From an optimization exercise on the open Yosys and OpenROAD flow, aimed at small area, a short achievable clock period and few clock cycles; shortcuts taken in it are not production practice. In this exercise RTL edits were held to simulation tests only and were not proved equivalent to the original.

[flow/run.sh]
#!/bin/bash
# synth_recipe.tcl (not shown) runs the flow's synth.tcl, then flattens the netlist and writes it again
# the make line also repeats each setting of config.mk as NAME=value (left out here)
make -C /OpenROAD-flow-scripts/flow DESIGN_CONFIG=/design/flow/config.mk WORK_HOME=/design/flow/orfs CLKGATE_MAP_FILE= SYNTH_SCRIPT=/design/flow/synth_recipe.tcl finish
[flow/config.mk]
export PLATFORM = sky130hd
export DESIGN_NAME = JAM
export DESIGN_NICKNAME = JAM
export VERILOG_FILES = /design/flow/design.v
export SDC_FILE = /design/flow/constraint.sdc
export NUM_CORES = 4
export LEC_CHECK = 0
export ABC_AREA = 1
export CAP_MARGIN = 20
export CORE_MARGIN = 2
export CORE_UTILIZATION = 40
export SLEW_MARGIN = 20
[flow/constraint.sdc]
create_clock -name core_clock -period 5.0 [get_ports {CLK}]
set_input_delay 1.0000 -clock core_clock [delete_from_list [all_inputs] [get_ports {CLK}]]
set_output_delay 1.0000 -clock core_clock [all_outputs]
set_load 0.01 [all_outputs]
[flow/design.v]
module JAM (
	input CLK,
	input RST,
	output [2:0] W,
	output [2:0] J,
	input [6:0] Cost,
	output [3:0] MatchCount,
	output reg [9:0] MinCost,
	output reg Valid
);
integer k;
localparam S_ITER = 2'd0, S_WALK = 2'd1, S_BM = 2'd2, S_DONE = 2'd3;
reg [1:0] st;
reg [2:0] ph;         
reg       first;      
reg [7:0] pend;       
reg [2:0] jc;         
reg [2:0] r;          
reg       dec;        
reg       spec1;      
reg       specok;     
reg       vA;         
reg [7:0] used;       
reg [7:0] inT;        
reg [7:0] mt;         
reg       walking;    
reg [3:0] rdone;      
reg       ddone;      
reg [8:0] K;          
reg [2:0] L;
reg       res;
reg [3:0] cnt;
reg [7:0] nv [0:7];   
reg [7:0] ur [0:7];   
reg [8:0] M  [0:7];   
reg [2:0] way[0:7];
reg [7:0] wroot;
reg [2:0] p  [0:7];   
reg [7:0] T  [0:7];   
reg [8:0] D;          
reg [2:0] j0;         
reg [2:0] wj;         
reg [2:0] wrow;       
reg [2:0] jA, rowA;
reg [9:0] nvKA;       
reg [8:0] MA;
reg [2:0] pA;
reg       mtA, lastA, startA;
reg [7:0] pnA;
reg [2:0] jnA;
reg [8:0] Dmin;
reg [2:0] j1;
reg [2:0] pbest;
reg       mtbest;
reg [7:0] pnbest;
reg [2:0] jnbest;
reg [2:0] stk [0:5];
reg [5:0] hm;         
assign MatchCount = cnt;
function [2:0] lowest;
	input [7:0] m;
	begin
		casez (m)
			8'b???????1: lowest = 3'd0;
			8'b??????10: lowest = 3'd1;
			8'b?????100: lowest = 3'd2;
			8'b????1000: lowest = 3'd3;
			8'b???10000: lowest = 3'd4;
			8'b??100000: lowest = 3'd5;
			8'b?1000000: lowest = 3'd6;
			default:     lowest = 3'd7;
		endcase
	end
endfunction
function [9:0] fadd;
	input [9:0] a, b;
	input cin;
	begin
		fadd = a + b + {9'd0, cin};
	end
endfunction
function flt;
	input [8:0] a, b;
	begin
		flt = a < b;
	end
endfunction
function [7:0] qoh;
	input [2:0] x;
	integer i;
	begin
		for (i = 0; i < 8; i = i + 1) qoh[i] = (p[i] == x);
	end
endfunction
wire       dupd   = dec & mtbest;                           
wire       dec_go = dupd & ~specok;                         
wire       dK     = dec_go | spec1 | (dec & specok);        
wire       newph  = dec & ~mtbest & (st == S_ITER);         
wire [2:0] rr     = (dec_go && first) ? p[j1] : r;
wire [7:0] Ur     = ur[rr];
wire       issue  = (st == S_ITER || st == S_BM) && (pend != 8'd0) && (!dec || mtbest || newph) &&
                    !(st == S_BM && walking && pend_n == 8'd0);    
wire [7:0] pend_n = pend & ~(8'd1 << jc);
wire       zinit  = (st == S_ITER) && first && !dec && !spec1 && (ph == 3'd0);
wire       fold   = issue && (((st == S_ITER) && ((first && !dec && !spec1) || newph)) || (st == S_BM && r == 3'd0));
wire       fixing = (first || st == S_BM) && !dec && (inT != 8'd0);
wire [7:0] nvj    = zinit ? 8'd0 : nv[jc];
wire [9:0] kop    = dK ? {1'b0, Dmin} :
                    used[jc] ? {1'b0, (newph ? Dmin : D)} :
                    newph ? 10'd0 : {K[8], K};
wire [9:0] uop    = dK ? {2'b11, ~Ur} : 10'd0;
wire [9:0] nvK    = {nvj[7], nvj[7], nvj} + kop + uop + {9'd0, dK};
wire [7:0] nvF    = nvj + ((used[jc] && !zinit) ? (newph ? Dmin[7:0] : D[7:0]) : 8'd0);
wire [9:0] Kn     = {1'b0, Dmin} + {2'b11, ~Ur} + 10'd1;
wire [7:0] usedE  = dK ? (used | (8'd1 << j1)) : ((first || newph) ? 8'd0 : used);
wire [7:0] pnI    = ~(usedE | (8'd1 << jc));
assign W = rr;
assign J = jc;
wire [8:0] x      = {2'b00, Cost} + nvKA[8:0];
wire [9:0] CA     = {1'b0, MA} - nvKA;
wire [9:0] DK     = {1'b0, Dmin} - nvKA;
wire       lt_xM  = {3'b100, Cost} < {~CA[9], CA[8:0]};
wire       lt_xD  = {3'b100, Cost} < {~DK[9], DK[8:0]};
wire       lt_MD  = MA < Dmin;
wire       firstE = first & ~(dec & specok);    
wire       less   = firstE | lt_xM;
wire       better = startA | (less ? lt_xD : lt_MD);
wire [8:0] newM   = less ? x : MA;
wire       sb     = vA && lastA && (st == S_ITER);
wire       mtf    = better ? mtA : mtbest;
wire [2:0] pf     = better ? pA : pbest;
wire [7:0] pnf    = better ? pnA : pnbest;
wire [2:0] jnf    = better ? jnA : jnbest;
wire       bV     = vA && (st == S_ITER) && better;
wire       lastI  = issue && (st == S_ITER) && (pend_n == 8'd0);
wire       mt_r   = bV ? mtA : mtbest;
wire [2:0] j1_r   = bV ? jA : j1;
wire       specgo = lastI && vA && !lastA && mt_r && !dec && !spec1 && (!first || !walking);
wire [2:0] rspec  = first ? p[j1_r] : (bV ? pA : pbest);
wire [7:0] urE    = ur[rowA] + (inT[rowA] ? D[7:0] : 8'd0);
wire [7:0] used_r = used & (used - 8'd1);
wire [7:0] inT_r  = inT & (inT - 8'd1);
reg  [2:0] bl;
reg        bany;
reg  [7:0] um;        
reg  [7:0] umj;       
always @(*) begin
	umj = 8'd0;
	for (k = 0; k < 5; k = k + 1)
		if (k < bl) umj = umj | (8'd1 << stk[k]);
end
always @(*) begin
	bany = 1'b0;
	bl = 3'd0;
	for (k = 0; k < 6; k = k + 1)
		if (hm[k] && k < L) begin bany = 1'b1; bl = k; end
end
reg        dead;
always @(*) begin
	dead = 1'b0;
	for (k = 1; k < 8; k = k + 1)
		if (k > L && rdone > k && (T[k] & ~um) == 8'd0) dead = 1'b1;
end
wire [7:0] rowL  = T[L];
wire [7:0] above = res ? ~((8'd2 << stk[L]) - 8'd1) : 8'hff;
wire [7:0] cand  = rowL & ~um & above;
wire [7:0] fr    = ~um;
wire [7:0] x6    = T[6] & fr;
wire [7:0] x7    = T[7] & fr;
wire       two   = (x6 == fr) && (x7 == fr);
wire       one   = (x6 != 8'd0) && (x7 != 8'd0) && ((x6 | x7) == fr);
wire [1:0] leaves = two ? 2'd2 : (one ? 2'd1 : 2'd0);
wire       drun  = (st == S_BM) && !ddone && (rdone > {1'b0, L}) && (L != 3'd6 || rdone[3]);
always @(posedge CLK or posedge RST) begin
	if (RST) begin
		st <= S_ITER;
		ph <= 3'd0;
		first <= 1'b1;
		pend <= 8'hff;
		jc <= 3'd0;
		r <= 3'd0;
		dec <= 1'b0;
		spec1 <= 1'b0;
		specok <= 1'b0;
		vA <= 1'b0;
		used <= 8'd0;
		inT <= 8'd0;
		mt <= 8'd0;
		walking <= 1'b0;
		rdone <= 4'd0;
		ddone <= 1'b0;
		K <= 9'd0;
		Valid <= 1'b0;
		L <= 3'd0;
		um <= 8'd0;
		res <= 1'b0;
		cnt <= 4'd0;
	end else begin
		vA <= issue && !(spec1 && better);
		spec1 <= specgo;
		specok <= spec1 && !better;
		if (issue) begin
			pend <= pend_n;
			jc <= lowest(pend_n);
		end
		dec <= sb;
		if (vA && st == S_BM && lastA) rdone <= rdone + 4'd1;
		if (sb && !(spec1 && !better)) begin
			if (mtf) begin
				r <= pf;
				pend <= pnf;
				jc <= jnf;
			end else begin
				r <= (ph == 3'd7) ? 3'd0 : ph + 3'd1;
				pend <= 8'hff;
				jc <= 3'd0;
			end
		end
		if (fold) used <= used & ~(8'd1 << jc);
		if (specgo) begin
			r <= rspec;
			pend <= bV ? pnA : pnbest;
			jc <= bV ? jnA : jnbest;
		end
		if (dupd) begin
			used <= used | (8'd1 << j1);
			inT <= inT | (8'd1 << rr);
			K <= Kn[8:0];
			if (!specok) r <= rr;
			first <= 1'b0;
		end
		if (dec && !mtbest) begin
			mt <= mt | (8'd1 << j1);
			walking <= 1'b1;
			K <= 9'd0;
			if (ph == 3'd7) begin
				st <= S_BM;
				rdone <= 4'd0;
				L <= 3'd0;
				um <= 8'd0;
				res <= 1'b0;
				cnt <= 4'd0;
				ddone <= 1'b0;
			end else begin
				ph <= ph + 3'd1;
				first <= 1'b1;
				K <= 9'd0;
			end
		end
		if (walking && wroot[wj]) walking <= 1'b0;
		if (fixing) inT <= inT_r;
		if (st == S_BM) begin
			if (issue && pend_n == 8'd0 && r != 3'd7) begin
				r <= r + 3'd1;
				pend <= ~qoh(r + 3'd1);
				jc <= lowest(~qoh(r + 3'd1));
			end
		end
		if (drun) begin
			if (L == 3'd6 || cand == 8'd0 || dead) begin
				if (L == 3'd6) cnt <= cnt + {2'b00, leaves};
				if (bany) begin
					L <= bl;
					um <= umj;
					res <= 1'b1;
				end else begin
					ddone <= 1'b1;
					Valid <= 1'b1;
				end
			end else begin
				L <= L + 3'd1;
				um <= um | (8'd1 << lowest(cand));
				res <= 1'b0;
			end
		end
		if (st == S_BM && ddone) st <= S_DONE;
	end
end
always @(posedge CLK) begin
	if (fold) nv[jc] <= nvF;
	jA <= jc;
	rowA <= r;
	nvKA <= nvK;
	MA <= (vA && (st == S_ITER) && less && jA == jc) ? x : M[jc];    
	pA <= p[jc];
	mtA <= mt[jc] | (newph && jc == j1);
	pnA <= pnI;
	jnA <= lowest(pnI);
	lastA <= (pend_n == 8'd0);
	startA <= (dec && !specok) || spec1 || (st == S_ITER && pend == 8'hff);
	if (dec && first) wroot <= 8'hff;
	if (vA && st == S_ITER) begin
		if (less) M[jA] <= x;
		if (less && !firstE) begin
			way[jA] <= (dec && specok) ? j1 : j0;
			wroot[jA] <= 1'b0;
		end
		if (better) begin
			Dmin <= newM;
			j1 <= jA;
			pbest <= pA;
			mtbest <= mtA;
			pnbest <= pnA;
			jnbest <= jnA;
		end
	end
	if (vA && st == S_BM) T[rowA][jA] <= (x == {1'b0, urE});
	if (dupd) begin
		D <= Dmin;
		nv[j1] <= fadd({2'b00, nv[j1]}, {2'b11, ~Dmin[7:0]}, 1'b1);
		ur[rr] <= fadd({2'b00, ur[rr]}, {2'b11, ~Dmin[7:0]}, 1'b1);
		j0 <= j1;
	end
	if (dec && !mtbest) begin
		D <= Dmin;
		MinCost <= fadd((ph == 3'd0) ? 10'd0 : MinCost, {1'b0, Dmin}, 1'b0);
		wj <= j1;
		wrow <= ph;
		ur[ph] <= Dmin[7:0];
	end
	if (walking) begin
		p[wj] <= wroot[wj] ? wrow : p[way[wj]];
		wj <= way[wj];
	end
	if (fixing) ur[lowest(inT)] <= fadd({2'b00, ur[lowest(inT)]}, {2'b00, D[7:0]}, 1'b0);
	if (st == S_BM) begin
		if (issue && pend_n == 8'd0 && r != 3'd7) T[r + 3'd1] <= qoh(r + 3'd1);
	end
	if (drun && L != 3'd6 && cand != 8'd0 && !dead) begin
		stk[L] <= lowest(cand);
		hm[L] <= (cand & ~(8'd1 << lowest(cand))) != 8'd0;
	end
end
endmodule
==> qor_table.md, run 1 <==
| Group | Result | Value |
|:---|:---|:---|
| outcome | Result of the run | timing/DRC/antenna clean |
| setup path | Gate family responsible for the most delay along the worst path | compound AO/OA/AOI/OAI gates |
| clock tree | Cts-stage hold buffer count | 0 |
| floorplan | Io pins | 30 |
| setup path | Worst path slowest cell | fa_1 |
| drt | Via count | 29100 |
| sta | Count of final max-slew check failures | 0 |
| global route | Largest net degree at the start of global routing | 49 |
| floorplan | Core region area | 80200 µm² |
| logic synthesis | Most area-hungry cell type in the Yosys netlist | edfxtp_1 |
| setup path | Critical path data arrival time | 5.24 ns |
| logic synthesis | Number of storage elements in the synthesis netlist | 524 |
| clock tree | Clock buffers created by TritonCTS | 59 |
| setup path | Worst Path Max Fanout | 17 |
| sta | Final setup vio count | 0 |
| min path | Startpoint of the most critical hold path | mt[1] |
| setup path | Reg2Reg Setup Slack | 0.34 ns |
| flow run | Maxcap violations | 0 |
| sta | Total Neg Setup Slack | 0 ns |
| place | Post-DP HPWL | 86000 µm |
| global route | Initial antenna violation count | 2 |
| logic synthesis | Cell types occupying the most area after synthesis | edfxtp_1 37%, nand2_1 7.9%, o21ai_0 6.2%, inv_1 5.8%, dfrtp_1 5.5% |
| drt | Final WL | 114000 µm |
| clock tree | Skew-Pair Late Insertion Delay | 0.66 ns |
| floorplan | Std cell rows | 104 |
| min path | Class of the tightest hold or removal check | flop to flop |
| place | Number of buffers added on ports | 29 |
| setup path | Type of the setup path with the least slack | flop to flop |
| finish | Top library cells by usage in the layout, fill and taps aside | 676 x nand2_1, 499 x inv_1, 399 x o21ai_0, 397 x edfxtp_1, 331 x nor2_1 |
| drt | Number of nets still failing antenna checks after routing | 0 |
| global route | Number of global-route vias before repair | 27200 |
| logic synthesis | Number of instances in the synthesized netlist | 3795 |
| min path | Hold Path Depth | 2 |
| logic synthesis | Number of enable flip-flop cells after synthesis | 397 |
| min path | Worst Hold Endpoint | mt[1] |
| floorplan | Die outline width | 288 µm |
| drt | Drc violations | 0 |
| sta | Number of failing hold endpoints at the final stage | 0 |
| global route | Wire length of the first global-routing pass | 169000 µm |
| logic synthesis | Total nets after synthesis | 3959 |
| finish | Nets | 4146 |
| floorplan | Die outline height | 288 µm |
| logic synthesis | Syn. warnings | 1 |
| logic synthesis | Most used flip-flop cell after synthesis | edfxtp_1 |
| clock tree | Number of H-tree branching levels | 2 |
| setup path | Worst Setup Start Kind | flop |
| sta | Upper clock frequency limit | 214 MHz |
| drt | Starting DRC count in detailed routing | 3369 |
| global route | Overall overflow remaining after global route | 0 |
| drt | Detailed-routing iteration count for the pre-antenna-repair pass | 7 |
| sta | Transition time at the pin with the least slew margin | 1.07 ns |
| setup path | Required time of the worst setup path | 5.58 ns |
| global route | GR Util All Layers | 0.270 |
| clock tree | CTS sink cnt | 524 |
| logic synthesis | Yosys cell types | 72 |
| logic synthesis | Sequential element share of the synthesized area | 0.461 |
| setup path | Max incr delay on CP | 0.48 ns |
| clock tree | Cell chosen for the clock root | clkbuf_16 |
| logic synthesis | Netlist Area Pre-Place | 32300 µm² |
| drt | Average wire length per cell after detail routing | 22.3 µm |
| sta | Final period utilization | 0.933 |
| finish | Syn-to-layout area delta | 15.0% |
| sta | Time the worst path needs with I/O delays and setup | 4.66 ns |
| logic synthesis | Post-synth top area share | 0.369 |
| clock tree | CTS clock-pin slew for the worst setup and hold paths | 0.07 ns |
| floorplan | Total Die Area | 83000 µm² |
| logic synthesis | Syn_area_per_cell | 8.51 µm² |
| clock tree | Maximum buffer depth of the clock tree | 3 |
| drt | Per-cell via count in the routed design | 5.71 |
| setup path | Worst Path Buf+Inv | 6 |
| clock tree | TritonCTS clock tree | yes |
| sta | Relative max-transition margin | 0.282 |
| logic synthesis | Async set-or-reset flop fraction in the synthesized netlist | 0.153 |
| floorplan | Initial cell density of the core | 0.403 |
| finish | Antenna cell count | 0 |
| finish | Most common cell after layout, fill and taps aside | nand2_1 |
| finish | Fraction of final layout cells with drive strength greater than 1 | 0.114 |
| place | Routability Congestion | 0.995 |
| finish | Post-Layout Cell Count | 5093 |
| setup path | Most prevalent standard cell on the critical path | nand2_1 |
| setup path | Capture point of the worst reg-to-reg path | nvKA[9] |
| place | Cell total after placement | 4975 |
| setup path | Type of destination of the critical path | flop |
| sta | Final clock skew | 0.0628 ns |
| setup path | Worst Reg2Reg Path Length in Cells | 28 |
worst max path at each step:
stage                      from      end  slack, ns  depth (start not counted)
final                      flop  nvKA[9]       0.34                         28
after global placement    jA[2]     r[0]       0.14                         30
after CTS                 jA[2]     r[2]       0.04                         33
after global routing      jA[1]     r[0]      -0.05                         34
after detailed placement  jA[2]     r[2]       0.05                         33
after floorplan           jA[2]    jc[0]       0.25                         32
worst min-delay path, stage by stage (launching register included):
cell and delay, ns:
dfrtp_1 0.32, inv_1 0.04, o21ai_0 0.06
kinds of logic (layout without fill, tap and decap cells):
logic type / count (synthesis) / in the layout / share of synthesized area
AO/OA/AOI/OAI: 1017 / 1017 / 0.186
flip-flops: 524 / 524 / 0.461
multiplexers: 17 / 17 / 0.00543
AND/OR/NAND/NOR: 1309 / 1309 / 0.174
buffers and inverters: 678 / 916 / 0.0829
XOR/XNOR: 95 / 95 / 0.0258
adder cells (fa/ha/maj): 155 / 155 / 0.0650
timing repair:
item                                    in CTS  in global routing
endpoints found under the setup margin       0                181
buffers inserted                             0                  5
gates resized for setup                      0                 35
sequential cells by signal, indices dropped and copies added (netlist names), 9 cells and up, named ones only:
signal   count
D            9
Dmin         9
K            9
M           72
MinCost     10
T           64
nv          64
nvKA        10
p           24
stk         24
ur          64
way         24
cell type report:
cell class	count	area (µm²)
multi-input combinational	2593	14800
clock inverter	29	264
inverter	547	2070
clock buffer	83	1680
tap	1060	1330
timing repair buffer	257	2050
fill	7848	43000
sequential	524	14900
Yosys cell counts (6+ instances only):
cell type,number
a21oi_1,181
a211oi_1,11
a221oi_1,46
o2111ai_1,9
fa_1,21
nor2_4,11
buf_1,8
nor4_1,14
mux2i_1,13
o32ai_1,12
o21ai_1,71
nand4_1,28
inv_2,36
xnor2_1,46
xor2_1,49
nand2_2,11
buf_6,8
clkbuf_1,85
nor3_1,47
dfrtp_1,71
buf_4,10
o31ai_1,7
dfxtp_1,47
dfstp_2,9
edfxtp_1,397
a22oi_1,21
nand2_1,678
a32o_1,7
o21ai_0,401
nand3_1,135
o221ai_1,17
a31oi_1,28
o22ai_1,108
buf_2,20
o211ai_1,46
ha_1,134
o2bb2ai_1,6
inv_1,502
nor2_1,337
clkinv_1,6
o21bai_1,14
and3_1,7
through the flow:
| step | utilization | hold WS [ns] | setup slack [ns] | instance area, µm² |
|---|---|---|---|---|
| 6_report | 0.463 | 0.466 | 0.336 | 37100 |
| 5_1_grt | 0.463 | 0.477 | -0.0520 | 37100 |
| 4_1_cts | 0.461 | 0.468 | 0.0428 | 36900 |
| 3_5_place_dp | 0.436 | 0.453 | 0.0545 | 35000 |
| 3_3_place_gp | 0.436 | 0.443 | 0.144 | 35000 |
| 2_1_floorplan | - | 0.389 | 0.248 | 32300 |
per-layer routing:
layer	wire [µm]	track usage
met1	48000	0.375
met4	4720	0.102
met2	50800	0.424
met3	10300	0.0429
met5	13	0
Testbench counts, summed over its fixed seeds: cycles 3,066.
==> run 2, diff against run 1 <==
--- a/flow/config.mk
+++ b/flow/config.mk
@@ -6,7 +6,7 @@
 export NUM_CORES = 4
 export LEC_CHECK = 0
-export ABC_AREA = 1
 export CAP_MARGIN = 20
 export CORE_MARGIN = 2
 export CORE_UTILIZATION = 40
+export SETUP_SLACK_MARGIN = 0.3
 export SLEW_MARGIN = 20
==> run 2 against run 1 <==
Now fails the layout checks on negative setup slack; fmax decreased by 8.5%; flip-flop and latch count did not move; worst setup slack got worse by 0.43 ns; synthesized cell count shrank 24%; area after synthesis shrank 1.9%; routed wire length is 4.7% lower; die area is 1.9% lower; first-iteration DRC count decreased by 13%.
==> qor_table.md, run 2 <==
| Group | Result | Value | vs previous |
|:---|:---|:---|:---|
| logic synthesis | Cell types occupying the most area after synthesis | edfxtp_1 38%, mux2i_1 5.7%, mux4_2 5.7%, dfrtp_1 5.6%, ha_1 5.3% |  |
| floorplan | Std cell rows | 103 | -0.96% |
| outcome | Result of the run | finished with violations |  |
| finish | Number of flip-flops under the largest register name | 72 | unchanged |
| logic synthesis | Sequential element share of the synthesized area | 0.470 | +0.00903 |
| finish | Nets | 3306 | -20% |
| sta | Final period utilization | 1.02 | +0.0864 |
| sta | Time the worst path needs with I/O delays and setup | 5.10 ns | +0.432 ns |
| sta | Final clock skew | 0.0214 ns | -0.0413 ns |
| clock tree | Cell chosen for the clock root | clkbuf_16 |  |
| clock tree | CTS sink cnt | 524 | unchanged |
| sta | Final setup slack of the worst path | -0.0960 ns | -0.432 ns |
| min path | Class of the tightest hold or removal check | flop to flop |  |
| logic synthesis | Cell with the most instances after synthesis | edfxtp_1 |  |
| logic synthesis | Number of instances in the synthesized netlist | 2891 | -24% |
| logic synthesis | Async set-or-reset flop fraction in the synthesized netlist | 0.153 | unchanged |
| drt | Detailed-routing iteration count for the pre-antenna-repair pass | 6 | -1 |
| logic synthesis | Most area-hungry cell type in the Yosys netlist | edfxtp_1 |  |
| finish | Top library cells by usage in the layout, fill and taps aside | 397 x edfxtp_1, 269 x buf_4, 203 x nand2_1, 184 x o21ai_0, 179 x nor2_1 |  |
| place | Placed cell areas | 34800 µm² | -0.54% |
| drt | Average wire length per cell after detail routing | 25.6 µm | +14% |
| sta | Upper clock frequency limit | 196 MHz | -8.5% |
| logic synthesis | Total nets after synthesis | 3055 | -23% |
| sta | Setup repair after global routing missed its margin | yes |  |
| flow run | Maxcap violations | 0 | unchanged |
| floorplan | Die outline height | 285 µm | -0.95% |
| clock tree | TritonCTS clock tree | yes |  |
| finish | Antenna cell count | 0 | unchanged |
| logic synthesis | Number of storage elements in the synthesis netlist | 524 | unchanged |
| logic synthesis | Syn. warnings | 1 | unchanged |
| sta | Count of final max-slew check failures | 0 | unchanged |
| drt | Via count | 25900 | -11% |
| floorplan | Initial cell density of the core | 0.402 | -0.000643 |
| logic synthesis | Netlist Area Pre-Place | 31700 µm² | -1.9% |
| drt | Starting DRC count in detailed routing | 2941 | -13% |
| clock tree | Number of H-tree branching levels | 2 | unchanged |
| logic synthesis | Syn_area_per_cell | 11.0 µm² | +29% |
| finish | Fraction of final layout cells with drive strength greater than 1 | 0.231 | +0.117 |
| finish | Most common cell after layout, fill and taps aside | edfxtp_1 |  |
| floorplan | Core region area | 78700 µm² | -1.8% |
| logic synthesis | Most used flip-flop cell after synthesis | edfxtp_1 |  |
| finish | Util after Layout | 0.487 | +0.0235 |
| global route | GR Util All Layers | 0.261 | -0.00906 |
| sta | Relative max-transition margin | 0.234 | -0.0484 |
| drt | Number of nets still failing antenna checks after routing | 0 | unchanged |
| clock tree | Maximum buffer depth of the clock tree | 3 | unchanged |
| sta | Transition time at the pin with the least slew margin | 1.14 ns | +0.0763 ns |
| floorplan | Io pins | 30 | unchanged |
| setup path | Max incr delay on CP | 0.48 ns | about the same |
| drt | Final WL | 109000 µm | -4.7% |
| setup path | Type of destination of the critical path | flop |  |
| setup path | Worst path slowest cell | mux4_2 |  |
| global route | Overall overflow remaining after global route | 0 | unchanged |
| finish | Largest register by flop count | M |  |
| finish | Syn-to-layout area delta | 21.0% |  |
| setup path | Worst Setup Start Kind | flop |  |
| clock tree | CTS clock-pin slew for the worst setup and hold paths | 0.07 ns | about the same |
| logic synthesis | Post-synth top area share | 0.376 | +0.00724 |
| global route | Number of global-route vias before repair | 25800 | -5.1% |
| drt | Per-cell via count in the routed design | 6.11 | +7.1% |
| setup path | Worst Path Max Fanout | 15 | -2 |
| setup path | Critical path data arrival time | 5.68 ns | +0.44 ns |
| clock tree | Clock buffers created by TritonCTS | 58 | -1.7% |
| sta | Total Neg Setup Slack | -0.231 ns | -0.231 ns |
| floorplan | Total Die Area | 81400 µm² | -1.9% |
| global route | Largest net degree at the start of global routing | 37 | -24% |
| finish | Final std cell area, no fill | 38300 µm² | +3.2% |
| global route | Initial antenna violation count | 0 | -2 |
| setup path | Required time of the worst setup path | 5.59 ns | about the same |
| place | Post-DP HPWL | 78900 µm | -8.3% |
| sta | Final setup vio count | 3 | +3 |
| logic synthesis | Most frequent cells after synthesis | 397 x edfxtp_1, 215 x nand2_1, 195 x o21ai_0 |  |
| place | Routability Congestion | 0.946 | -4.9% |
| global route | Wire length of the first global-routing pass | 162000 µm | -4.4% |
| drt | Drc violations | 0 | unchanged |
| place | Number of buffers added on ports | 29 | unchanged |
| setup path | Type of the setup path with the least slack | flop to flop |  |
| clock tree | Skew-Pair Late Insertion Delay | 0.65 ns | about the same |
| outcome | Set of violated layout checks | negative setup slack |  |
| logic synthesis | Yosys cell types | 88 | +22% |
| finish | Final-layout fill cell count | 6993 | -11% |
| floorplan | Die outline width | 285 µm | -0.95% |
| logic synthesis | Number of enable flip-flop cells after synthesis | 397 | unchanged |
| sta | Number of failing hold endpoints at the final stage | 0 | unchanged |
-- run 2: per-stage QoR --
stage,hold WS (ns),worst slack [ns],std cells
after floorplan,0.372,-0.142,2891
after CTS,0.461,-0.145,4226
final,0.458,-0.0960,4242
after detailed placement,0.445,-0.355,4079
after global placement,0.442,-0.321,4079
after global routing,0.483,-0.304,4242
-- run 2: cell families (layout without fill, tap and decap cells) --
family	count (synthesis)	in the layout	synth area share
compound gates	763	763	0.153
fa+ha+maj	155	155	0.0662
flops	524	524	0.470
xor+xnor	115	115	0.0318
mux	318	319	0.135
simple gates	709	709	0.106
buf+inv	307	607	0.0378
-- run 2: critical path: cells and delay by family (launching register included) --
family	cells	cell delay, ns
adders and majority gates	2	0.57
muxes	3	0.96
xor gates and xnor gates	1	0.13
DFF	1	0.36
and+or+nand+nor	7	0.78
AOI/OAI and AO/OA	9	1.80
buffers and inverters	3	0.43
-- run 2: what timing repair did --
| action | CTS | global route |
|---|---|---|
| setup buffers | 35 | 16 |
| resized for setup | 119 | 110 |
| gates cloned | 2 | 0 |
| endpoints found under the setup margin | 132 | 303 |
| pin swaps | 59 | 59 |
| hold buffers | 0 | 0 |
-- run 2: final timing paths --
kind	from	to	slack [ns]	cells past startpoint
hold reg to reg	mt[4]	mt[4]	0.46	1
hold / removal	mt[4]	mt[4]	0.46	1
max in group asynchronous	RST	used[3]	3.38	3
min in group asynchronous	RST	inT[1]	0.77	2
setup reg to reg	jA[0]	r[0]	-0.1	25
setup / recovery	jA[0]	r[0]	-0.1	25
-- run 2: area by class of cell --
type | count | area [µm²] | share of cell area
repair buffers | 339 | 2850 | 0.0745
clock inverters | 45 | 549 | 0.0143
well taps | 1050 | 1310 | 0.0343
clock buffers | 65 | 1520 | 0.0396
inverters | 158 | 603 | 0.0157
flip-flops and latches | 524 | 14900 | 0.389
multi-input cells | 2061 | 16600 | 0.433
-- run 2: layer usage --
layer,global-route usage,vias to the layer above,wire [µm]
met1,0.353,13000,45400
met3,0.0323,304,7530
met5,0,-,0
li1,-,11400,-
met4,0.114,0,4970
met2,0.423,1282,50600
==> run 3, diff against run 2 <==
--- a/flow/design.v
+++ b/flow/design.v
@@ -47,4 +47,5 @@
 reg [2:0] pA;
 reg       mtA, lastA, startA;
+reg       pfA;        
 reg [7:0] pnA;
 reg [2:0] jnA;
@@ -53,4 +54,5 @@
 reg [2:0] pbest;
 reg       mtbest;
+reg       pfbest;
 reg [7:0] pnbest;
 reg [2:0] jnbest;
@@ -135,7 +137,6 @@
 wire       lastI  = issue && (st == S_ITER) && (pend_n == 8'd0);
 wire       mt_r   = bV ? mtA : mtbest;
-wire [2:0] j1_r   = bV ? jA : j1;
-wire       specgo = lastI && vA && !lastA && mt_r && !dec && !spec1 && (!first || !walking);
-wire [2:0] rspec  = first ? p[j1_r] : (bV ? pA : pbest);
+wire       specgo = lastI && vA && !lastA && mt_r && !dec && !spec1 && (!first || (bV ? pfA : pfbest));
+wire [2:0] rspec  = bV ? pA : pbest;
 wire [7:0] urE    = ur[rowA] + (inT[rowA] ? D[7:0] : 8'd0);
 wire [7:0] used_r = used & (used - 8'd1);
@@ -284,4 +285,5 @@
 	MA <= (vA && (st == S_ITER) && less && jA == jc) ? x : M[jc];    
 	pA <= p[jc];
+	pfA <= !walking && !newph;
 	mtA <= mt[jc] | (newph && jc == j1);
 	pnA <= pnI;
@@ -301,4 +303,5 @@
 			pbest <= pA;
 			mtbest <= mtA;
+			pfbest <= pfA;
 			pnbest <= pnA;
 			jnbest <= jnA;
--- a/flow/config.mk
+++ b/flow/config.mk
@@ -6,4 +6,5 @@
 export NUM_CORES = 4
 export LEC_CHECK = 0
+export ABC_AREA = 1
 export CAP_MARGIN = 20
 export CORE_MARGIN = 2
==> run 3 against run 2 <==
Now clean on timing, DRC and antenna; register-to-register slack improved by 0.55 ns; flip-flop and latch count rose by 2; routed wire length rose by 5.8%; largest cell class unchanged; highest routed layer is now met5.
==> qor_table.md, run 3 <==
| Group | Result | Value | vs previous |
|:---|:---|:---|:---|
| clock tree | Cts-stage hold buffer count | 0 | unchanged |
| setup path | Worst Path Max Fanout | 10 | -5 |
| logic synthesis | Cell types occupying the most area after synthesis | edfxtp_1 37%, nand2_1 7.5%, o21ai_0 6.1%, inv_1 5.6%, dfrtp_1 5.5% |  |
| global route | Largest net degree at the start of global routing | 65 | +76% |
| finish | Footprint of the multi-input gates | 15200 µm² | -8.2% |
| sta | Final clock skew | 0.0328 ns | +0.0114 ns |
| setup path | Type of the setup path with the least slack | flop to flop |  |
| logic synthesis | Most area-hungry cell type in the Yosys netlist | edfxtp_1 |  |
| floorplan | Die outline height | 289 µm | +1.2% |
| sta | Count of final max-slew check failures | 0 | unchanged |
| logic synthesis | Most frequent cells after synthesis | 649 x nand2_1, 485 x inv_1, 398 x edfxtp_1 |  |
| logic synthesis | Sequential element share of the synthesized area | 0.460 | -0.00964 |
| finish | Most common cell after layout, fill and taps aside | nand2_1 |  |
| drt | Final WL | 115000 µm | +5.8% |
| sta | Relative max-transition margin | 0.250 | +0.0161 |
| clock tree | Skew-Pair Late Insertion Delay | 0.66 ns | about the same |
| sta | Setup repair after global routing missed its margin | yes |  |
| global route | Number of global-route vias before repair | 27400 | +6.4% |
| finish | Fraction of final layout cells with drive strength greater than 1 | 0.122 | -0.109 |
| logic synthesis | Syn_area_per_cell | 8.52 µm² | -22% |
| setup path | Type of destination of the critical path | flop |  |
| setup path | Critical path data arrival time | 5.12 ns | -0.56 ns |
| clock tree | Clock buffers created by TritonCTS | 60 | +3.4% |
| clock tree | Number of H-tree branching levels | 2 | unchanged |
| sta | Minimum hold slack | 0.441 ns | -0.0176 ns |
| sta | Number of failing hold endpoints at the final stage | 0 | unchanged |
| finish | Antenna cell count | 0 | unchanged |
| logic synthesis | Netlist Area Pre-Place | 32400 µm² | +2.4% |
| finish | Largest register by flop count | M |  |
| sta | Final period utilization | 0.909 | -0.110 |
| finish | Top library cells by usage in the layout, fill and taps aside | 637 x nand2_1, 479 x inv_1, 398 x edfxtp_1, 376 x o21ai_0, 313 x nor2_1 |  |
| floorplan | Io pins | 30 | unchanged |
| finish | Syn-to-layout area delta | 15.6% |  |
| outcome | Result of the run | timing/DRC/antenna clean |  |
| sta | Final setup vio count | 0 | -3 |
| drt | Number of nets still failing antenna checks after routing | 0 | unchanged |
| place | Routability Congestion | 0.974 | +2.9% |
| floorplan | Std cell rows | 104 | +0.97% |
| global route | Overall overflow remaining after global route | 0 | unchanged |
| logic synthesis | Yosys cell types | 67 | -24% |
| place | DP Worst Slack | 0.0721 ns | +0.427 ns |
| clock tree | CTS sink cnt | 526 | +0.38% |
| sta | Final setup slack of the worst path | 0.456 ns | +0.552 ns |
| setup path | Max incr delay on CP | 0.38 ns | -0.10 ns |
| clock tree | Maximum buffer depth of the clock tree | 3 | unchanged |
| setup path | Required time of the worst setup path | 5.57 ns | -0.02 ns |
| logic synthesis | Async set-or-reset flop fraction in the synthesized netlist | 0.152 | -0.000581 |
| clock tree | TritonCTS clock tree | yes |  |
| global route | Initial antenna violation count | 1 | +1 |
| flow run | Maxcap violations | 0 | unchanged |
| logic synthesis | Number of instances in the synthesized netlist | 3808 | +32% |
| logic synthesis | Syn. warnings | 1 | unchanged |
| drt | Per-cell via count in the routed design | 5.75 | -5.9% |
| sta | Total Neg Setup Slack | 0 ns | +0.231 ns |
| finish | Nets | 4135 | +25% |
| logic synthesis | Total nets after synthesis | 3973 | +30% |
| place | Post-DP HPWL | 84900 µm | +7.7% |
| logic synthesis | Number of storage elements in the synthesis netlist | 526 | +0.38% |
| min path | Class of the tightest hold or removal check | flop to flop |  |
| setup path | Worst path slowest cell | dfxtp_4 |  |
| drt | Average wire length per cell after detail routing | 22.6 µm | -12% |
| floorplan | Die outline width | 289 µm | +1.2% |
| sta | Time the worst path needs with I/O delays and setup | 4.54 ns | -0.552 ns |
| global route | Wire length of the first global-routing pass | 171000 µm | +5.6% |
| finish | Post-Layout Cell Count | 5082 | +20% |
| logic synthesis | Most used flip-flop cell after synthesis | edfxtp_1 |  |
| finish | Area of all sequential standard cells | 14900 µm² | +0.31% |
| setup path | Most prevalent standard cell on the critical path | nand2_1 |  |
| drt | Starting DRC count in detailed routing | 3455 | +17% |
| clock tree | CTS clock-pin slew for the worst setup and hold paths | 0.06 ns | about the same |
| setup path | Worst Setup Start Kind | flop |  |
| drt | Drc violations | 0 | unchanged |
| logic synthesis | Number of enable flip-flop cells after synthesis | 398 | +0.25% |
| clock tree | Cell chosen for the clock root | clkbuf_16 |  |
| place | Number of buffers added on ports | 29 | unchanged |
| logic synthesis | Post-synth top area share | 0.368 | -0.00803 |
| drt | Via count | 29200 | +13% |
| sta | Transition time at the pin with the least slew margin | 1.12 ns | -0.0206 ns |
| finish | Number of flip-flops under the largest register name | 72 | unchanged |
| place | Cell total after placement | 4929 | +21% |
| floorplan | Initial cell density of the core | 0.403 | +0.00122 |
| sta | Upper clock frequency limit | 220 MHz | +12% |
| finish | Final-layout fill cell count | 7849 | +12% |
| drt | Detailed-routing iteration count for the pre-antenna-repair pass | 8 | +2 |
| logic synthesis | Cell with the most instances after synthesis | nand2_1 |  |
| floorplan | Core region area | 80400 µm² | +2.1% |
| floorplan | Total Die Area | 83400 µm² | +2.4% |
| global route | GR Util All Layers | 0.271 | +0.00952 |
==> run 3: stage by stage <==
step                      utilization  cell area [µm²]
after floorplan                     -            32400
after global placement          0.433            34800
after detailed placement        0.433            34800
after CTS                       0.458            36900
after global routing            0.466            37500
final                           0.466            37500
==> run 3: worst paths after layout <==
kind	slack [ns]	startpoint	cells past startpoint	endpoint
setup / recovery	0.46	jA[1]	34	pend[0]
hold / removal	0.44	pfA	0	pfbest
setup reg to reg	0.46	jA[1]	34	pend[0]
hold reg to reg	0.44	pfA	0	pfbest
max in group asynchronous	3.19	RST	3	jc[2]
min in group asynchronous	0.78	RST	2	L[1]
==> run 3: timing repair <==
| action | in CTS | in global routing |
|---|---|---|
| resized for setup | 27 | 94 |
| endpoints found under the setup margin | 110 | 167 |
| pin swaps | 4 | 24 |
| setup buffers | 2 | 31 |
| gates cloned | 1 | 5 |
==> run 3: per-layer routing <==
layer	vias to the layer above	share of wire	GRT usage
met2	1424	0.44	0.420
met1	13900	0.42	0.374
li1	13600	-	-
met4	2	0.050	0.122
met3	280	0.088	0.0399
met5	-	0.00011	0
==> run 3: kinds of logic after synthesis <==
logic type | share of synthesized area
mux | 0.00297
fa+ha+maj | 0.0650
simple gates | 0.182
flops | 0.460
xor+xnor | 0.0256
buf+inv | 0.0826
compound gates | 0.181
==> run 3: final cells by class <==
type                    count  area share
clock buffers              74      0.0420
clock inverters            40     0.00971
inverters                 519      0.0531
multi-input cells        2615       0.406
flip-flops and latches    526       0.399
well taps                1060      0.0354
repair buffers            245      0.0546
repair inverters            3    0.000634
==> run 3: worst max-delay path: cells and delay by family (launching register included) <==
family	cells	cell delay, ns
flops	1	0.38
compound gates	3	0.36
simple gates	24	2.24
fa+ha+maj	2	0.69
buf+inv	4	0.63
xor+xnor	1	0.15
Testbench counts of run 3, summed over its fixed seeds: cycles 3,082.
==> run 4, diff against run 3 <==
--- a/flow/config.mk
+++ b/flow/config.mk
@@ -10,4 +10,3 @@
 export CORE_MARGIN = 2
 export CORE_UTILIZATION = 40
-export SETUP_SLACK_MARGIN = 0.3
 export SLEW_MARGIN = 20
==> run 4 against run 3 <==
Still clean on timing, DRC and antenna; sequential share of layout area is 0.52 points higher; design area down 1.4%; clock skew decreased by 0.016 ns; utilization down 0.63 points; critical path type unchanged.
==> qor_table.md, run 4 <==
| Group | Result | Value | vs previous |
|:---|:---|:---|:---|
| logic synthesis | Number of instances in the synthesized netlist | 3808 | unchanged |
| sta | Final clock skew | 0.0171 ns | -0.0157 ns |
| drt | Total length of routed met3 wires | 9250 µm | -8.4% |
| drt | Starting DRC count in detailed routing | 3184 | -7.8% |
| global route | Initial antenna violation count | 0 | -1 |
| clock tree | Clock buffers created by TritonCTS | 60 | unchanged |
| logic synthesis | Number of storage elements in the synthesis netlist | 526 | unchanged |
| clock tree | Maximum buffer depth of the clock tree | 3 | unchanged |
| min path | Class of the tightest hold or removal check | flop to flop |  |
| sta | Upper clock frequency limit | 217 MHz | -1.5% |
| global route | Number of global-route vias before repair | 27100 | -1.3% |
| sta | Final period utilization | 0.923 | +0.0137 |
| floorplan | Die outline width | 289 µm | unchanged |
| sta | Final setup vio count | 0 | unchanged |
| logic synthesis | Cell types occupying the most area after synthesis | edfxtp_1 37%, nand2_1 7.5%, o21ai_0 6.1%, inv_1 5.6%, dfrtp_1 5.5% |  |
| finish | Fraction of final layout cells with drive strength greater than 1 | 0.105 | -0.0176 |
| finish | Top library cells by usage in the layout, fill and taps aside | 647 x nand2_1, 483 x inv_1, 398 x edfxtp_1, 394 x o21ai_0, 319 x nor2_1 |  |
| drt | Wire length on met2 | 50400 µm | -1.2% |
| sta | Time the worst path needs with I/O delays and setup | 4.61 ns | +0.0685 ns |
| drt | Detailed-routing iteration count for the pre-antenna-repair pass | 6 | -2 |
| setup path | Critical path data arrival time | 5.18 ns | +0.06 ns |
| global route | Largest net degree at the start of global routing | 65 | unchanged |
| logic synthesis | Yosys cell types | 67 | unchanged |
| clock tree | Cell chosen for the clock root | clkbuf_16 |  |
| setup path | Worst path slowest cell | dfstp_2 |  |
| place | DP Worst Slack | 0.0557 ns | -0.0164 ns |
| logic synthesis | Post-synth top area share | 0.368 | unchanged |
| outcome | Result of the run | timing/DRC/antenna clean |  |
| setup path | Type of the setup path with the least slack | flop to flop |  |
| drt | Routed length on met1 | 48300 µm | +0.74% |
| setup path | Worst Path Max Fanout | 7 | -3 |
| setup path | Type of destination of the critical path | flop |  |
| logic synthesis | Async set-or-reset flop fraction in the synthesized netlist | 0.152 | unchanged |
| clock tree | CTS clock-pin slew for the worst setup and hold paths | 0.07 ns | about the same |
| finish | Nets | 4103 | -0.77% |
| sta | Transition time at the pin with the least slew margin | 1.13 ns | +0.00418 ns |
| global route | Overall overflow remaining after global route | 0 | unchanged |
| logic synthesis | Most frequent cells after synthesis | 649 x nand2_1, 485 x inv_1, 398 x edfxtp_1 |  |
| finish | Antenna cell count | 0 | unchanged |
| place | Post-DP HPWL | 84700 µm | -0.21% |
| sta | Number of failing hold endpoints at the final stage | 0 | unchanged |
| floorplan | Core region area | 80400 µm² | unchanged |
| finish | Largest register by flop count | M |  |
| sta | Count of final max-slew check failures | 0 | unchanged |
| setup path | Worst Path Buf+Inv | 6 | +2 |
| logic synthesis | Total nets after synthesis | 3973 | unchanged |
| logic synthesis | Number of enable flip-flop cells after synthesis | 398 | unchanged |
| setup path | Worst Setup Start Kind | flop |  |
| logic synthesis | Sequential element share of the synthesized area | 0.460 | unchanged |
| finish | Number of flip-flops under the largest register name | 72 | unchanged |
| floorplan | Initial cell density of the core | 0.403 | unchanged |
| logic synthesis | Most used flip-flop cell after synthesis | edfxtp_1 |  |
| floorplan | Total Die Area | 83400 µm² | unchanged |
| floorplan | Io pins | 30 | unchanged |
| clock tree | TritonCTS clock tree | yes |  |
| place | Number of buffers added on ports | 29 | unchanged |
| logic synthesis | Netlist Area Pre-Place | 32400 µm² | unchanged |
| drt | Final WL | 114000 µm | -1.1% |
| clock tree | CTS sink cnt | 526 | unchanged |
| drt | Per-cell via count in the routed design | 5.73 | -0.38% |
| finish | Syn-to-layout area delta | 14.0% |  |
| setup path | Max incr delay on CP | 0.60 ns | +0.22 ns |
| logic synthesis | Most area-hungry cell type in the Yosys netlist | edfxtp_1 |  |
| sta | Relative max-transition margin | 0.247 | -0.00235 |
| global route | Wire length of the first global-routing pass | 170000 µm | -0.90% |
| drt | Via count | 28900 | -1.0% |
| place | Routability Congestion | 0.972 | -0.20% |
| logic synthesis | Syn. warnings | 1 | unchanged |
| logic synthesis | Syn_area_per_cell | 8.52 µm² | unchanged |
| logic synthesis | Cell with the most instances after synthesis | nand2_1 |  |
| flow run | Maxcap violations | 0 | unchanged |
| global route | GR Util All Layers | 0.268 | -0.00257 |
| drt | Highest routed metal layer | met4 |  |
| sta | Final setup slack of the worst path | 0.387 ns | -0.0685 ns |
| clock tree | Skew-Pair Late Insertion Delay | 0.65 ns | about the same |
| finish | Most common cell after layout, fill and taps aside | nand2_1 |  |
| drt | Average wire length per cell after detail routing | 22.5 µm | -0.42% |
| setup path | Required time of the worst setup path | 5.57 ns | about the same |
| floorplan | Die outline height | 289 µm | unchanged |
| setup path | Most prevalent standard cell on the critical path | inv_1 |  |
| setup path | Gate family responsible for the most delay along the worst path | compound AO/OA/AOI/OAI gates |  |
| floorplan | Std cell rows | 104 | unchanged |
| clock tree | Cts-stage hold buffer count | 0 | unchanged |
| drt | Number of nets still failing antenna checks after routing | 0 | unchanged |
| clock tree | Number of H-tree branching levels | 2 | unchanged |
| drt | Drc violations | 0 | unchanged |
-- run 4: per-layer routing --
metal  vias up  track usage
li1      13600            -
met1     13700        0.373
met2      1419        0.414
met3       270       0.0366
met4         0        0.124
met5         -            0
-- run 4: timing repair --
action | 4_1_cts | 5_1_grt
setup buffers | 0 | 9
gates resized for setup | 0 | 25
setup endpoints to repair | 0 | 127
-- run 4: area by class of cell --
cell class / count / area (µm²)
tap: 1060 / 1330
fill: 7860 / 43400
clock buffer: 81 / 1640
inverter: 519 / 1960
clock inverter: 33 / 362
timing repair buffer: 215 / 1770
sequential: 526 / 14900
multi-input combinational: 2616 / 15000
-- run 4: worst paths after layout --
check | start | endpoint | slack, ns | cells after the start
min | pfA | pfbest | 0.44 | 0
min in group asynchronous | RST | cnt[1] | 0.83 | 2
min reg2reg | pfA | pfbest | 0.44 | 0
max in group asynchronous | RST | mt[3] | 3.32 | 3
max | first | nvKA[9] | 0.39 | 25
max reg2reg | first | nvKA[9] | 0.39 | 25
-- run 4: worst register-to-register path, stage by stage, from the launching register on --
cell	delay, ns
dfstp_2	0.60
inv_1	0.17
nor2_2	0.27
nand3_1	0.17
o21ai_2	0.21
nor2_1	0.14
inv_2	0.16
nor2_1	0.06
a21oi_1	0.11
o221ai_1	0.12
o21ai_1	0.44
inv_1	0.16
nand2_1	0.11
fa_1	0.47
inv_1	0.08
ha_1	0.22
inv_1	0.07
nor3_1	0.05
a21oi_1	0.22
inv_1	0.06
a21oi_1	0.12
o21bai_1	0.10
nand2_1	0.07
nand2_1	0.05
a21oi_1	0.15
xnor2_1	0.13
-- run 4: kinds of logic after synthesis --
family / share of synthesized area
fa+ha+maj: 0.0650
simple gates: 0.182
buf+inv: 0.0826
mux: 0.00297
xor+xnor: 0.0256
flops: 0.460
compound gates: 0.181
-- run 4: per-stage QoR --
step	utilization	cell area, µm²	setup TNS [ns]	hold slack (ns)	instances
finish	0.460	37000	0	0.436	5050
floorplan	-	32400	0	0.408	3808
global placement	0.432	34800	0	0.416	4925
CTS	0.457	36800	0	0.435	5040
detailed placement	0.432	34800	0	0.419	4926
global route	0.460	37000	-0.000836	0.449	5050
==> run 5, diff against run 4 <==
--- a/flow/config.mk
+++ b/flow/config.mk
@@ -10,3 +10,4 @@
 export CORE_MARGIN = 2
 export CORE_UTILIZATION = 40
+export SETUP_SLACK_MARGIN = 0.8
 export SLEW_MARGIN = 20
==> run 5 against run 4 <==
Die area unchanged; global-route usage increased by 0.24 points; non-clock buffer count increased by 102; utilization increased by 2.4 points; flip-flop and latch count unchanged; final cell count increased by 2.1%; first-iteration DRC count increased by 6.1%.
==> qor_table.md, run 5 <==
| Group | Result | Value | vs previous |
|:---|:---|:---|:---|
| floorplan | Core region area | 80400 µm² | unchanged |
| finish | Most common cell after layout, fill and taps aside | nand2_1 |  |
| finish | Syn-to-layout area delta | 20.0% |  |
| sta | Final period utilization | 0.885 | -0.0371 |
| outcome | Result of the run | timing/DRC/antenna clean |  |
| global route | Wire length of the first global-routing pass | 171000 µm | +1.1% |
| floorplan | Std cell rows | 104 | unchanged |
| sta | Number of failing hold endpoints at the final stage | 0 | unchanged |
| sta | Final setup vio count | 0 | unchanged |
| place | Routability Congestion | 0.982 | +1.0% |
| logic synthesis | Total nets after synthesis | 3973 | unchanged |
| place | Number of buffers added on ports | 29 | unchanged |
| clock tree | TritonCTS clock tree | yes |  |
| global route | Overall overflow remaining after global route | 0 | unchanged |
| sta | Setup repair after global routing missed its margin | yes |  |
| sta | Upper clock frequency limit | 226 MHz | +4.2% |
| drt | Starting DRC count in detailed routing | 3379 | +6.1% |
| setup path | Required time of the worst setup path | 5.57 ns | about the same |
| clock tree | Skew-Pair Late Insertion Delay | 0.65 ns | about the same |
| logic synthesis | Post-synth top area share | 0.368 | unchanged |
| setup path | Critical path data arrival time | 4.99 ns | -0.19 ns |
| logic synthesis | Async set-or-reset flop fraction in the synthesized netlist | 0.152 | unchanged |
| sta | Relative max-transition margin | 0.210 | -0.0377 |
| logic synthesis | Number of storage elements in the synthesis netlist | 526 | unchanged |
| min path | Class of the tightest hold or removal check | flop to flop |  |
| finish | Largest register by flop count | M |  |
| logic synthesis | Syn_area_per_cell | 8.52 µm² | unchanged |
| finish | Nets | 4208 | +2.6% |
| global route | Largest net degree at the start of global routing | 65 | unchanged |
| drt | Number of nets still failing antenna checks after routing | 0 | unchanged |
| drt | Average wire length per cell after detail routing | 22.6 µm | +0.39% |
| global route | GR Util All Layers | 0.270 | +0.00242 |
| finish | Number of flip-flops under the largest register name | 72 | unchanged |
| clock tree | Number of H-tree branching levels | 2 | unchanged |
| global route | Number of global-route vias before repair | 27500 | +1.5% |
| setup path | Startpoint of the most critical setup path | jA[0] |  |
| logic synthesis | Netlist Area Pre-Place | 32400 µm² | unchanged |
| finish | Fraction of final layout cells with drive strength greater than 1 | 0.170 | +0.0660 |
| finish | Top library cells by usage in the layout, fill and taps aside | 618 x nand2_1, 464 x inv_1, 398 x edfxtp_1, 345 x o21ai_0, 305 x nor2_1 |  |
| sta | Transition time at the pin with the least slew margin | 1.18 ns | +0.0563 ns |
| setup path | Worst Path Max Fanout | 8 | +1 |
| sta | Final clock skew | 0.0218 ns | +0.00476 ns |
| sta | Count of final max-slew check failures | 0 | unchanged |
| floorplan | Die outline width | 289 µm | unchanged |
| finish | Util after Layout | 0.484 | +0.0243 |
| global route | Initial antenna violation count | 0 | unchanged |
| clock tree | Cell chosen for the clock root | clkbuf_16 |  |
| drt | Routed length on met1 | 49300 µm | +2.2% |
| finish | Antenna cell count | 0 | unchanged |
| clock tree | CTS sink cnt | 526 | unchanged |
| clock tree | Clock buffers created by TritonCTS | 60 | unchanged |
| place | Cell total after placement | 4926 | unchanged |
| place | Post-DP HPWL | 84600 µm | -0.16% |
| min path | Startpoint of the most critical hold path | pfA |  |
| logic synthesis | Number of enable flip-flop cells after synthesis | 398 | unchanged |
| floorplan | Io pins | 30 | unchanged |
| logic synthesis | Cell with the most instances after synthesis | nand2_1 |  |
| drt | Final WL | 116000 µm | +2.5% |
| sta | Total Neg Setup Slack | 0 ns | unchanged |
| floorplan | Die outline height | 289 µm | unchanged |
| setup path | Worst Setup Start Kind | flop |  |
| floorplan | Initial cell density of the core | 0.403 | unchanged |
| drt | Via count | 29700 | +2.6% |
| logic synthesis | Most used flip-flop cell after synthesis | edfxtp_1 |  |
| clock tree | CTS clock-pin slew for the worst setup and hold paths | 0.07 ns | about the same |
| finish | Post-Layout Cell Count | 5154 | +2.1% |
| logic synthesis | Number of instances in the synthesized netlist | 3808 | unchanged |
| logic synthesis | Yosys cell types | 67 | unchanged |
| drt | Drc violations | 0 | unchanged |
| logic synthesis | Cell types occupying the most area after synthesis | edfxtp_1 37%, nand2_1 7.5%, o21ai_0 6.1%, inv_1 5.6%, dfrtp_1 5.5% |  |
| logic synthesis | Most area-hungry cell type in the Yosys netlist | edfxtp_1 |  |
| setup path | Beginning of the worst register-to-register path | jA[0] |  |
| drt | Wire length on met2 | 52400 µm | +4.0% |
| drt | Total length of routed met3 wires | 9310 µm | +0.64% |
| clock tree | Cts-stage hold buffer count | 0 | unchanged |
| drt | Per-cell via count in the routed design | 5.76 | +0.52% |
| drt | Highest routed metal layer | met4 |  |
| floorplan | Total Die Area | 83400 µm² | unchanged |
| logic synthesis | Sequential element share of the synthesized area | 0.460 | unchanged |
| logic synthesis | Most frequent cells after synthesis | 649 x nand2_1, 485 x inv_1, 398 x edfxtp_1 |  |
| drt | Detailed-routing iteration count for the pre-antenna-repair pass | 6 | unchanged |
| flow run | Maxcap violations | 0 | unchanged |
| logic synthesis | Syn. warnings | 1 | unchanged |
| sta | Time the worst path needs with I/O delays and setup | 4.43 ns | -0.185 ns |
| setup path | Type of the setup path with the least slack | flop to flop |  |
| setup path | Type of destination of the critical path | flop |  |
| clock tree | Maximum buffer depth of the clock tree | 3 | unchanged |
-- run 5: cell counts after synthesis --
Identical to the previous run, type by type.
-- run 5: metrics by stage --
step	area (µm²)	hold slack, ns	setup WS, ns
5_1_grt	38900	0.472	0.302
3_3_place_gp	34800	0.421	0.334
2_1_floorplan	32500	0.408	0.808
3_5_place_dp	34800	0.435	0.115
6_report	38900	0.459	0.573
4_1_cts	37700	0.451	0.760
-- run 5: cell families after synthesis --
kind of cell / share of synthesized area
AND/OR/NAND/NOR: 0.182
adder cells (fa/ha/maj): 0.0650
multiplexers: 0.00297
flip-flops: 0.460
AO/OA/AOI/OAI: 0.181
XOR/XNOR: 0.0256
buffers and inverters: 0.0826
-- run 5: worst paths after layout --
| path | to | slack (ns) | depth (start not counted) |
|---|---|---|---|
| max in group asynchronous | jc[2] | 3.21 | 3 |
| worst min-delay path | pfbest | 0.46 | 0 |
| min in group asynchronous | cnt[2] | 0.86 | 2 |
| worst max register to register | pend[3] | 0.57 | 25 |
| worst max-delay path | pend[3] | 0.57 | 25 |
| worst min register to register | pfbest | 0.46 | 0 |
-- run 5: critical path, cell delays in order, from the launching register on --
cell	delay, ns
dfxtp_4	0.38
inv_8	0.08
buf_6	0.13
nor2_4	0.06
buf_4	0.13
a22o_1	0.19
a221oi_1	0.51
nand4_1	0.32
ha_1	0.47
inv_1	0.08
nor3_1	0.24
nand3_1	0.16
nand3_1	0.11
nand2_1	0.06
nand2_1	0.14
nand2_2	0.11
nand2_2	0.10
nand2_4	0.08
nand3_4	0.18
nand2_4	0.08
nand2_4	0.10
clkinvlp_4	0.23
o21ai_1	0.19
nand2_1	0.06
nor2_1	0.10
nor2_1	0.05
-- run 5: cell type report --
class / instances / area [µm²]
inverters: 519 / 2020
well taps: 1060 / 1330
clock buffers: 78 / 1700
multi-input cells: 2617 / 15900
repair inverters: 2 / 15.0
repair buffers: 317 / 2710
fillers: 7595 / 41500
flip-flops and latches: 526 / 15000
clock inverters: 35 / 315
-- run 5: timing repair --
action | CTS | global route
gates resized for setup | 146 | 214
setup buffers | 56 | 52
pin swaps | 51 | 85
cloned | 4 | 3
endpoints found under the setup margin | 259 | 346
-- run 5: metal layers --
layer,global-route usage,vias up
met5,0,-
met4,0.110,0
met3,0.0314,280
met2,0.426,1470
met1,0.379,14200
li1,-,13800
==> run 6, diff against run 5 <==
--- a/flow/config.mk
+++ b/flow/config.mk
@@ -9,5 +9,5 @@
 export CAP_MARGIN = 20
 export CORE_MARGIN = 2
-export CORE_UTILIZATION = 40
-export SETUP_SLACK_MARGIN = 0.8
+export CORE_UTILIZATION = 50
+export SETUP_SLACK_MARGIN = 0.3
 export SLEW_MARGIN = 20
==> run 6 against run 5 <==
Routed wire length increased by 2.2%; fmax decreased by 2.0%; hold slack got worse by 0.017 ns; critical path type unchanged.
==> qor_table.md, run 6 <==
| Group | Result | Value | vs previous |
|:---|:---|:---|:---|
| outcome | Result of the run | timing/DRC/antenna clean |  |
| clock tree | Cell chosen for the clock root | clkbuf_16 |  |
| drt | Per-cell via count in the routed design | 6.14 | +6.6% |
| floorplan | Total Die Area | 66900 µm² | -20% |
| sta | Total Neg Setup Slack | 0 ns | unchanged |
| place | Number of buffers added on ports | 29 | unchanged |
| logic synthesis | Number of enable flip-flop cells after synthesis | 398 | unchanged |
| drt | Via count | 30100 | +1.4% |
| setup path | Type of destination of the critical path | flop |  |
| logic synthesis | Syn_area_per_cell | 8.52 µm² | unchanged |
| setup path | Worst Path Max Fanout | 16 | +8 |
| logic synthesis | Post-synth top area share | 0.368 | unchanged |
| drt | Detailed-routing iteration count for the pre-antenna-repair pass | 8 | +2 |
| floorplan | Die outline width | 259 µm | -10% |
| place | Routability Congestion | 1.02 | +3.4% |
| place | Cell total after placement | 4765 | -3.3% |
| clock tree | Clock buffers created by TritonCTS | 58 | -3.3% |
| flow run | Maxcap violations | 0 | unchanged |
| setup path | Critical path data arrival time | 5.09 ns | +0.10 ns |
| finish | Util after Layout | 0.580 | +0.0961 |
| logic synthesis | Cell types occupying the most area after synthesis | edfxtp_1 37%, nand2_1 7.5%, o21ai_0 6.1%, inv_1 5.6%, dfrtp_1 5.5% |  |
| setup path | Most prevalent standard cell on the critical path | nand2_1 |  |
| global route | Largest net degree at the start of global routing | 65 | unchanged |
| logic synthesis | Sequential element share of the synthesized area | 0.460 | unchanged |
| finish | Top library cells by usage in the layout, fill and taps aside | 642 x nand2_1, 479 x inv_1, 398 x edfxtp_1, 383 x o21ai_0, 312 x nor2_1 |  |
| floorplan | Initial cell density of the core | 0.504 | +0.101 |
| finish | Post-Layout Cell Count | 4904 | -4.9% |
| setup path | Required time of the worst setup path | 5.58 ns | about the same |
| sta | Relative max-transition margin | 0.257 | +0.0470 |
| logic synthesis | Cell with the most instances after synthesis | nand2_1 |  |
| logic synthesis | Total nets after synthesis | 3973 | unchanged |
| drt | Routed length on met1 | 48200 µm | -2.2% |
| logic synthesis | Async set-or-reset flop fraction in the synthesized netlist | 0.152 | unchanged |
| global route | Initial antenna violation count | 4 | +4 |
| finish | Largest register by flop count | M |  |
| drt | Starting DRC count in detailed routing | 3476 | +2.9% |
| sta | Transition time at the pin with the least slew margin | 1.11 ns | -0.0709 ns |
| sta | Time the worst path needs with I/O delays and setup | 4.52 ns | +0.0906 ns |
| clock tree | Skew-Pair Late Insertion Delay | 0.67 ns | +0.02 ns |
| logic synthesis | Number of storage elements in the synthesis netlist | 526 | unchanged |
| logic synthesis | Number of instances in the synthesized netlist | 3808 | unchanged |
| setup path | Worst Setup Start Kind | flop |  |
| global route | Overall overflow remaining after global route | 0 | unchanged |
| logic synthesis | Most frequent cells after synthesis | 649 x nand2_1, 485 x inv_1, 398 x edfxtp_1 |  |
| logic synthesis | Syn. warnings | 1 | unchanged |
| sta | Count of final max-slew check failures | 0 | unchanged |
| floorplan | Io pins | 30 | unchanged |
| logic synthesis | Yosys cell types | 67 | unchanged |
| drt | Number of nets still failing antenna checks after routing | 0 | unchanged |
| clock tree | CTS clock-pin slew for the worst setup and hold paths | 0.06 ns | about the same |
| global route | GR Util All Layers | 0.350 | +0.0793 |
| global route | Wire length of the first global-routing pass | 178000 µm | +3.6% |
| clock tree | TritonCTS clock tree | yes |  |
| clock tree | Maximum buffer depth of the clock tree | 3 | unchanged |
| setup path | Max incr delay on CP | 0.38 ns | -0.13 ns |
| clock tree | Number of H-tree branching levels | 2 | unchanged |
| drt | Final WL | 119000 µm | +2.2% |
| finish | Fraction of final layout cells with drive strength greater than 1 | 0.125 | -0.0452 |
| drt | Average wire length per cell after detail routing | 24.2 µm | +7.4% |
| floorplan | Std cell rows | 93 | -11% |
| min path | Class of the tightest hold or removal check | flop to flop |  |
| logic synthesis | Most used flip-flop cell after synthesis | edfxtp_1 |  |
| finish | Footprint of the multi-input gates | 15200 µm² | -4.4% |
| floorplan | Core region area | 64300 µm² | -20% |
| sta | Setup repair after global routing missed its margin | yes |  |
| global route | Number of global-route vias before repair | 28400 | +3.4% |
| sta | Final setup vio count | 0 | unchanged |
| logic synthesis | Most area-hungry cell type in the Yosys netlist | edfxtp_1 |  |
| finish | Area of all sequential standard cells | 14900 µm² | -0.13% |
| sta | Upper clock frequency limit | 221 MHz | -2.0% |
| setup path | Worst path slowest cell | dfxtp_4 |  |
| logic synthesis | Netlist Area Pre-Place | 32400 µm² | unchanged |
| place | Post-DP HPWL | 89700 µm | +6.0% |
| drt | Highest routed metal layer | met5 |  |
| finish | Syn-to-layout area delta | 15.1% |  |
| sta | Final period utilization | 0.904 | +0.0181 |
| clock tree | CTS sink cnt | 526 | unchanged |
| finish | Final-layout fill cell count | 5741 | -24% |
| drt | Wire length on met2 | 54100 µm | +3.2% |
| finish | Number of flip-flops under the largest register name | 72 | unchanged |
| sta | Minimum hold slack | 0.441 ns | -0.0173 ns |
| finish | Most common cell after layout, fill and taps aside | nand2_1 |  |
| sta | Number of failing hold endpoints at the final stage | 0 | unchanged |
| drt | Drc violations | 0 | unchanged |
| sta | Final clock skew | 0.0769 ns | +0.0551 ns |
| floorplan | Die outline height | 259 µm | -10% |
| drt | Total length of routed met3 wires | 11100 µm | +19% |
| setup path | Type of the setup path with the least slack | flop to flop |  |
| finish | Nets | 4165 | -1.0% |
## run 6: cell counts after synthesis
Identical to the previous run, type by type.
## run 6: repair_timing
action	CTS	global route
hold endpoints to repair	0	0
pin swaps	4	13
setup endpoints to repair	103	191
hold buffers	0	0
resized for setup	12	86
gates cloned	0	3
setup buffers	6	21
## run 6: final timing paths
kind	slack, ns	from	cells past startpoint	endpoint
setup / recovery	0.48	jA[0]	28	jc[0]
hold / removal	0.44	pfA	0	pfbest
setup reg to reg	0.48	jA[0]	28	jc[0]
hold reg to reg	0.44	pfA	0	pfbest
max in group asynchronous	3.47	RST	3	dec
min in group asynchronous	0.58	RST	2	inT[6]
## run 6: area by class of cell
class	count	share of cell area
antenna	1	0.0000670
clock buffer	77	0.0424
clock inverter	31	0.00845
inverter	519	0.0529
multi-input combinational	2615	0.407
sequential	526	0.400
tap	855	0.0287
timing repair buffer	277	0.0604
timing repair inverter	3	0.000536
## run 6: cells by family (layout without fill, tap and decap cells)
logic type / after synthesis / in the layout / share of synthesized area
AOI/OAI and AO/OA: 1011 / 1011 / 0.181
xor gates and xnor gates: 93 / 93 / 0.0256
adders and majority gates: 156 / 156 / 0.0650
buffers and inverters: 667 / 907 / 0.0826
DFF: 526 / 526 / 0.460
muxes: 9 / 9 / 0.00297
other: 0 / 1 / 0
and+or+nand+nor: 1346 / 1346 / 0.182
## run 6: per-stage QoR
step,setup WS [ns],area [µm²]
floorplan,0.428,32400
CTS,0.305,36800
global placement,0.220,34800
finish,0.482,37300
detailed placement,0.0189,34800
global route,0.216,37300
## run 6: worst max-delay path, delay by kind of cell, from the launching register on
family	cells	cell delay, ns
adders and majority gates	2	0.64
DFF	1	0.38
AOI/OAI and AO/OA	5	0.82
xor gates and xnor gates	1	0.20
and+or+nand+nor	15	1.55
buffers and inverters	5	0.78
## run 6: metal layers
metal	vias up	track usage
met3	307	0.0570
met1	14500	0.472
met2	1648	0.562
li1	13700	-
met4	2	0.143
met5	-	0

==> afterwards: timing with drivers on the ports <==
The results above use ideal ports. As a check the final layouts listed here were re-extracted and re-timed, cells and wires unchanged.
Step 1, drivers: a clkbuf_16 drives CLK and a buf_2 each remaining input, both assumed.
Step 2 adds t to the input delays and takes it off the output delays; t is the mean of the earliest and latest rising clock arrival at the registers after step 1. Input paths then give back, and output paths get back, about the clock's delay inside the block.
Three values: ideal ports, drivers, drivers and shift; two values: the first two.
run | t, ns | slack for setup (ns) | worst setup path after step 2 | worst data-port slew with drivers (ns)
run 1 | 0.693 | 0.336 / 0.336 / 0.336 | register to register | 0.04
run 2 | 0.700 | -0.096 / -0.096 / -0.096 | register to register | 0.03
run 3 | 0.712 | 0.456 / 0.456 / 0.456 | register to register | 0.03
run 4 | 0.712 | 0.387 / 0.387 / 0.387 | register to register | 0.03
run 5 | 0.702 | 0.573 / 0.573 / 0.481 | input to register | 0.03
run 6 | 0.695 | 0.482 / 0.482 / 0.482 | register to register | 0.05
For run 5, which loses most, drivers alone change the setup slack by 0.000 ns; drivers and shift together by -0.092 ns.
